What follows belongs to an exercise in optimizing a design on an open flow for small area, a short achievable clock period and few clock cycles; a production flow would make more cautious choices.
Only the layout flow was run in this run; the RTL was not checked for function there.

`flow/config.mk`:
```
export PLATFORM = sky130hd
export DESIGN_NAME = processador8bits
export DESIGN_NICKNAME = processador8bits
export VERILOG_FILES = /design/flow/design.v
export SDC_FILE = /design/flow/constraint.sdc
export NUM_CORES = 4
export LEC_CHECK = 0
export CAP_MARGIN = 20
export CORE_MARGIN = 2
export CORE_UTILIZATION = 40
export SLEW_MARGIN = 20
```
`flow/design.v`:
```
`timescale 1ns / 1ps
module processador8bits(
    input  wire       clock,
    input  wire       reset,          
    input  wire [7:0] from_memory,
    output wire [7:0] address,
    output wire [7:0] to_memory,
    output wire       write,
    output wire [6:0] flags,
    output wire [1:0] compare,
    output wire       done
);
    localparam [2:0] S_IDLE = 3'd0,   
                     S_OP   = 3'd1,   
                     S_A    = 3'd2,   
                     S_B    = 3'd3,   
                     S_IT   = 3'd4,   
                     S_J    = 3'd5,   
                     S_END  = 3'd6;   
    reg [2:0] state;
    reg       pend;       
    reg [2:0] cnt;
    reg [7:0] MA;
    reg       wr;
    reg [6:0] IR;         
    reg [7:0] Q, B, T;    
    reg [5:0] F;          
    reg [1:0] CM;
    assign address   = MA;
    assign to_memory = T;
    assign write     = wr;
    assign flags     = {F[5:1], F[0], F[0]};
    assign compare   = CM;
    assign done      = (state == S_END);
    wire [3:0] hi = IR[6:3];
    wire [2:0] lo = IR[2:0];
    wire lo_op   = (hi == 4'h0);
    wire op_halt = lo_op & (lo == 3'd0);
    wire op_inc  = lo_op & (lo == 3'd1);
    wire op_dec  = lo_op & (lo == 3'd2);
    wire op_not  = lo_op & (lo == 3'd3);
    wire op_jmp  = lo_op & (lo == 3'd4);
    wire op_add  = op_inc | (hi == 4'h1);
    wire op_sub  = op_dec | (hi == 4'h2);
    wire op_mul  = (hi == 4'h3);
    wire op_div  = (hi == 4'h4);
    wire op_mod  = (hi == 4'h5);
    wire op_cmp  = (hi == 4'hC);
    wire op_muldiv = op_mul | op_div | op_mod;
    wire op_dm   = op_div | op_mod;
    wire op_logic = op_not | (hi == 4'h6) | (hi == 4'h7) | (hi == 4'h8) |
                    (hi == 4'h9) | (hi == 4'hA) | (hi == 4'hB);
    wire op_two  = op_inc | op_dec | op_not;    
    wire in_it   = (state == S_IT);
    wire div_it  = in_it & op_dm;
    wire subm    = op_sub | op_cmp | div_it;
    wire [7:0] ad_a = div_it ? {Q[6:0], T[7]} : Q;
    wire [7:0] ad_b = B ^ {8{subm}};
    wire [8:0] ad_s = {1'b0, ad_a} + {1'b0, ad_b} + {8'd0, subm};
    wire [7:0] sum  = ad_s[7:0];
    wire       cout = ad_s[8];
    reg [7:0] lg;
    always @(*) begin
        case (hi)
            4'h6: lg = Q & B;
            4'h7: lg = Q | B;
            4'h8: lg = Q ^ B;
            4'h9: lg = ~(Q & B);
            4'hA: lg = ~(Q | B);
            4'hB: lg = ~(Q ^ B);
            default: lg = ~Q;
        endcase
    end
    wire last   = (cnt == 3'd7);
    wire b_zero = (B == 8'h00);
    wire [7:0] mh = T[0] ? sum : Q;
    wire       mc = T[0] & cout;
    wire [7:0] mul_q = {mc, mh[7:1]};
    wire [7:0] mul_t = {mh[0], T[7:1]};
    wire       ge    = Q[7] | cout;
    wire [7:0] div_q = ge ? sum : {Q[6:0], T[7]};
    wire [7:0] div_t = {T[6:0], ge};
    reg [7:0] res;
    reg [5:0] fl;
    reg [1:0] cmpv;
    wire [7:0] alu_c = (op_add | op_sub) ? sum : op_cmp ? 8'h00 : lg;
    wire [7:0] it_c  = op_mul ? mul_t : op_div ? div_t : div_q;
    wire [7:0] rv    = in_it ? it_c : alu_c;
    wire z   = (rv == 8'h00);
    wire par = ^rv;
    wire ovf = (Q[7] == ad_b[7]) & (sum[7] != Q[7]);
    always @(*) begin
        res = rv;
        fl = 6'd0;
        cmpv = 2'b00;
        if (in_it) begin
            if (op_mul)      fl = {1'b0, 1'b0, z, par, (mul_q != 8'h00), 1'b0};
            else if (op_div) fl = {1'b0, 1'b0, z, par, z, 1'b0};
            else             fl = {1'b0, 1'b0, 1'b0, par, z, 1'b0};
            if (op_dm & b_zero) begin
                res = 8'hFF;
                fl  = 6'h3F;
            end
        end else if (op_add) begin
            fl = {rv[7], cout, z, par, ovf, 1'b0};
        end else if (op_sub) begin
            fl = {rv[7], ~cout, z, par, ovf, 1'b0};
        end else if (op_cmp) begin
            fl = {1'b0, 1'b0, 1'b0, 1'b0, (sum == 8'h00), 1'b0};
            cmpv = {~cout, cout & (sum != 8'h00)};
        end else begin
            fl = {rv[7], 1'b0, z, par, 1'b0, 1'b0};
        end
    end
    wire it_end = last | (op_dm & b_zero);
    reg [2:0] nstate;
    reg       npend;
    always @(*) begin
        nstate = state;
        npend  = 1'b0;
        case (state)
            S_IDLE: nstate = S_OP;
            S_OP:   nstate = S_A;
            S_A: begin
                if (op_halt)      nstate = S_END;
                else if (op_jmp)  nstate = S_J;
                else if (op_two)  begin nstate = S_OP; npend = 1'b1; end
                else              nstate = S_B;
            end
            S_B: begin
                if (op_muldiv)    nstate = S_IT;
                else              begin nstate = S_OP; npend = 1'b1; end
            end
            S_IT: begin
                if (op_dm & b_zero) nstate = S_IDLE;
                else if (last)      nstate = S_A;
            end
            S_J:    nstate = S_IDLE;
            S_END:  nstate = S_END;
            default: nstate = S_IDLE;
        endcase
    end
    wire rd_next = (nstate == S_OP) | (nstate == S_A) | (nstate == S_B) |
                   ((state == S_IT) & (cnt == 3'd6) & ~(op_dm & b_zero));
    always @(posedge clock or negedge reset) begin
        if (!reset) begin
            state <= S_IDLE;
            pend  <= 1'b0;
            MA    <= 8'h00;
            wr    <= 1'b0;
        end else begin
            state <= nstate;
            pend  <= npend;
            MA    <= MA + ((state == S_J) ? Q : {7'd0, rd_next});
            wr    <= ((state == S_OP) & pend) | ((state == S_A) & ~op_halt) |
                     (state == S_J) | (in_it & it_end);
        end
    end
    always @(posedge clock) begin
        if (state == S_IT) cnt <= cnt + 3'd1;
        else               cnt <= 3'd0;
        if ((state == S_OP) | (in_it & last))
            IR <= {from_memory[7:4], from_memory[2:0]};
        if (state == S_A) Q <= from_memory;
        else if (state == S_B) begin
            if (op_muldiv) Q <= 8'h00;
        end else if (in_it) Q <= op_mul ? mul_q : div_q;
        if (state == S_A) B <= 8'h01;
        else if (state == S_B) B <= from_memory;
        if ((state == S_OP) & pend) T <= res;
        else if (state == S_A) T <= {IR[6:3], 1'b0, IR[2:0]};
        else if ((state == S_B) | (state == S_J)) T <= Q;
        else if (in_it) T <= (it_end ? res : op_mul ? mul_t : div_t);
        if (((state == S_OP) & pend) | (in_it & it_end)) begin
            F  <= fl;
            CM <= cmpv;
        end else if (state == S_J) begin
            F  <= F;
            CM <= CM;
        end
    end
endmodule
```
`flow/constraint.sdc`:
```
create_clock -name core_clock -period 15.0 [get_ports {clock}]
set_input_delay 3.0000 -clock core_clock [delete_from_list [all_inputs] [get_ports {clock}]]
set_output_delay 3.0000 -clock core_clock [all_outputs]
set_load 0.01 [all_outputs]
```
`flow/run.sh`:
```
#!/bin/bash
# synth_recipe.tcl (not shown) runs the flow's synth.tcl, then flattens the netlist and writes it again
# the make line also repeats each setting of config.mk as NAME=value (left out here)
make -C /OpenROAD-flow-scripts/flow DESIGN_CONFIG=/design/flow/config.mk WORK_HOME=/design/flow/orfs CLKGATE_MAP_FILE= SYNTH_SCRIPT=/design/flow/synth_recipe.tcl finish
```
==> flow_summary.ini <==
[detailed_routing]
drt-initial-drc-count = 813
firstDrtPassIters = 5
routed_wl_um = 18200
drt-wirelength-per-cell_um = 22.1
drtAntennaViolNets = 0
wl_met1_um = 7690
viasPerCell = 6.37
remaining_drc_errors = 0
wl_met2_um = 7940
wl_met3_um = 1870
routed.top_layer = met4
dr_total_vias = 5232

[critical_path]
required_ns = 15.08
cp.arrival_ns = 6.22
worst-path-max-fanout = 20
worstSetupStartpointType = flop
r2r_cells = 18
crit_type = reg -> reg
r2r_slack_ns = 8.85
crit_path_end_kind = flop

[sta]
max_freq_mhz = 163
timing.final.crit_share = 0.410
finClkSkew_ns = 0.0150
final.setup.tns_ns = 0
slew_headroom = 0.238
tightestPinTransition_ns = 1.13
hold_viol = 0
slew_violations = 0
rsz0062_at_grt = no
fin_crit_ns = 6.15
setup-violations-final = 0

[yosys]
synth_top_family_by_area = compound AO/OA/AOI/OAI gates
synth_top_cell_by_area = edfxtp_1
seq_area_frac_synth = 0.295
syn_inst = 639
synth_top_area_frac = 0.186
synth_compound_area_frac = 0.283
synth.most_common_cell = nand2_1
syn_area_um2 = 5000
synth-simple-area-share = 0.208
netlist_top_cells_area = edfxtp_1 (19%), ha_1 (9.3%), a21oi_1 (6.9%), nand2_1 (6.7%), dfrtp_1 (6.5%)
synth_top_flop_cell = edfxtp_1
synthAdderAreaFrac = 0.101
synth_edf_count = 31
async_flop_share = 0.236
synth_cell_types = 72
synth.area.mux_share = 0.0185
synth-xor-area-share = 0.0438
synth_seq_cells = 55
synth_nets = 688
yosys_warnings = 1
avgSynthCellArea_um2 = 7.83
synth_top_cells_by_count = nand2_1 (89), a21oi_1 (69), nor2_1 (52)

[clock_network]
cts_resized = 0
cts.htree.levels = 2
cts_tree = done
cts_buffers = 5
clkTransAtPathRegs_ns = 0.08
root_buffer = clkbuf_16
clock_path_buffers = 2
clk-insertion-delay-late_ns = 0.31
post-cts-setup-buffers = 0
clock-sinks = 55
ctsHoldBuffers = 0

[finish]
area_growth_pct = 13.2
stdcell_count = 821
final_core_util = 0.468
fin_nets = 701
diodes = 0
drive_gt1_frac = 0.0413

[flow_run]
max_cap_violations = 0

[placed_design]
hpwl_um = 13600
globalplace.congestion = 1.00
dp_cells = 813
io_buffers = 36

[grt]
grt_max_degree = 25
first_global_vias = 4936
antenna_found_initial = 0
grt_remaining_overflow = 0
grtUsageTotal = 0.276
grt_pass1_wl_um = 28200

[run_status]
status = timing/DRC/antenna clean

[min_path]
holdCritPathClass = reg -> reg
hold_path_depth = 1

[floorplanning]
ios = 37
die_h_um = 116
num_rows = 40
dieArea_um2 = 13400
core_region_area_um2 = 12100
start_util = 0.413
die_width_um = 116
[worst max-delay path, stage by stage (launching register included)]
cell      delay [ns]
edfxtp_1        0.79
nor3b_1         0.47
nand2_1         0.40
nand3_1         0.47
xnor2_1         0.19
ha_1            0.32
a21o_1          0.19
a21oi_1         0.30
o21ai_0         0.23
a31oi_1         0.61
nand2_1         0.33
a21oi_1         0.25
a211oi_1        0.10
o32ai_1         0.42
ha_1            0.32
xor2_1          0.15
xnor2_1         0.15
o21ai_0         0.16
nand2_1         0.07
[flip-flops by register name (all words and copies together), names as in the netlist]
| register | count |
|---|---|
| state | 3 |
| F | 6 |
| CM | 2 |
| wr | 1 |
| pend | 1 |
| B | 8 |
| cnt | 3 |
| MA | 8 |
| Q | 8 |
| IR | 7 |
| T | 8 |
[layout by cell type (no fill, tap or decap), types with 4 or more instances in the layout]
cell type	Yosys	routed
a221oi_1	5	5
o21bai_1	4	4
a31oi_1	10	10
inv_1	30	30
o31ai_1	8	8
clkdlybuf4s50_1	0	36
dfrtp_1	13	13
nor4_1	4	4
a21oi_1	69	69
and3_1	7	7
xor2_1	5	5
a22o_1	6	6
nand3_1	18	18
ha_1	37	37
o22ai_1	14	14
xnor2_1	20	20
nand2_1	89	89
dfxtp_1	11	11
nand4_1	4	4
o211ai_1	11	11
mux2i_1	7	7
clkbuf_16	0	5
nor2b_1	4	4
nor3_1	14	12
buf_4	1	5
edfxtp_1	31	31
a21o_1	9	9
nand2b_1	5	5
o21ai_0	44	43
or3_1	4	4
a211oi_1	9	9
nor2_1	52	52
[area by class of cell]
class                           instances  area (um2)
Clock buffer                            5         125
Clock inverter                          3        50.0
Sequential cell                        55        1480
Tap cell                              168         210
Multi-Input combinational cell        516        3280
Inverter                               33         124
Timing Repair Buffer                   41         398
Fill cell                            1233        6450
[routing by layer]
layer  global-route usage  vias up
li1                     -     2383
met1                0.384     2444
met2                0.424      344
met3               0.0560       61
met4                0.103        0
met5                    0        -
[logic make-up after synthesis]
kind of cell / count (synthesis)
flip-flops: 55
adder cells (fa/ha/maj): 39
multiplexers: 9
buffers and inverters: 68
AO/OA/AOI/OAI: 221
XOR/XNOR: 25
AND/OR/NAND/NOR: 222
[through the flow]
stage / instance area, um2 / hold slack, ns / worst slack (ns)
floorplan: 5000 / 0.417 / 10.26
global placement: 5490 / 0.434 / 9.38
detailed placement: 5490 / 0.442 / 9.12
CTS: 5660 / 0.453 / 9.07
global route: 5670 / 0.502 / 8.34
finish: 5670 / 0.452 / 8.85
[final timing paths]
| kind | from | to |
|---|---|---|
| setup reg to reg | IR[5] | F[2] |
| setup / recovery | IR[5] | F[2] |
| hold reg to reg | cnt[0] | cnt[0] |
| min in group asynchronous | reset | MA[6] |
| hold / removal | cnt[0] | cnt[0] |
| max in group asynchronous | reset | MA[0] |

port drivers added, routing unchanged:
In the flow no input, the clock included, has a driving cell. The finished layout below was timed again as built, in two steps.
Step 1 assumes that a clkbuf_16 drives the clock port and a buf_2 every other input.
Step 2 times the ports against the registers' clock, not the clock port: input delays grow and output delays shrink by t, the midpoint of the rising clock arrivals with the driver on.
Three values: no drivers, after step 1, after step 2; two values: the first two.
shift t [ns]: 0.347
setup WS [ns]: 8.855 / 8.855 / 8.855
worst slew at a driven data input, ns: 0.04
pins driven straight from the clock port: 1
After both steps this run still meets setup and hold. For this run, drivers alone change the setup slack by 0.000 ns; drivers and shift together by 0.000 ns.
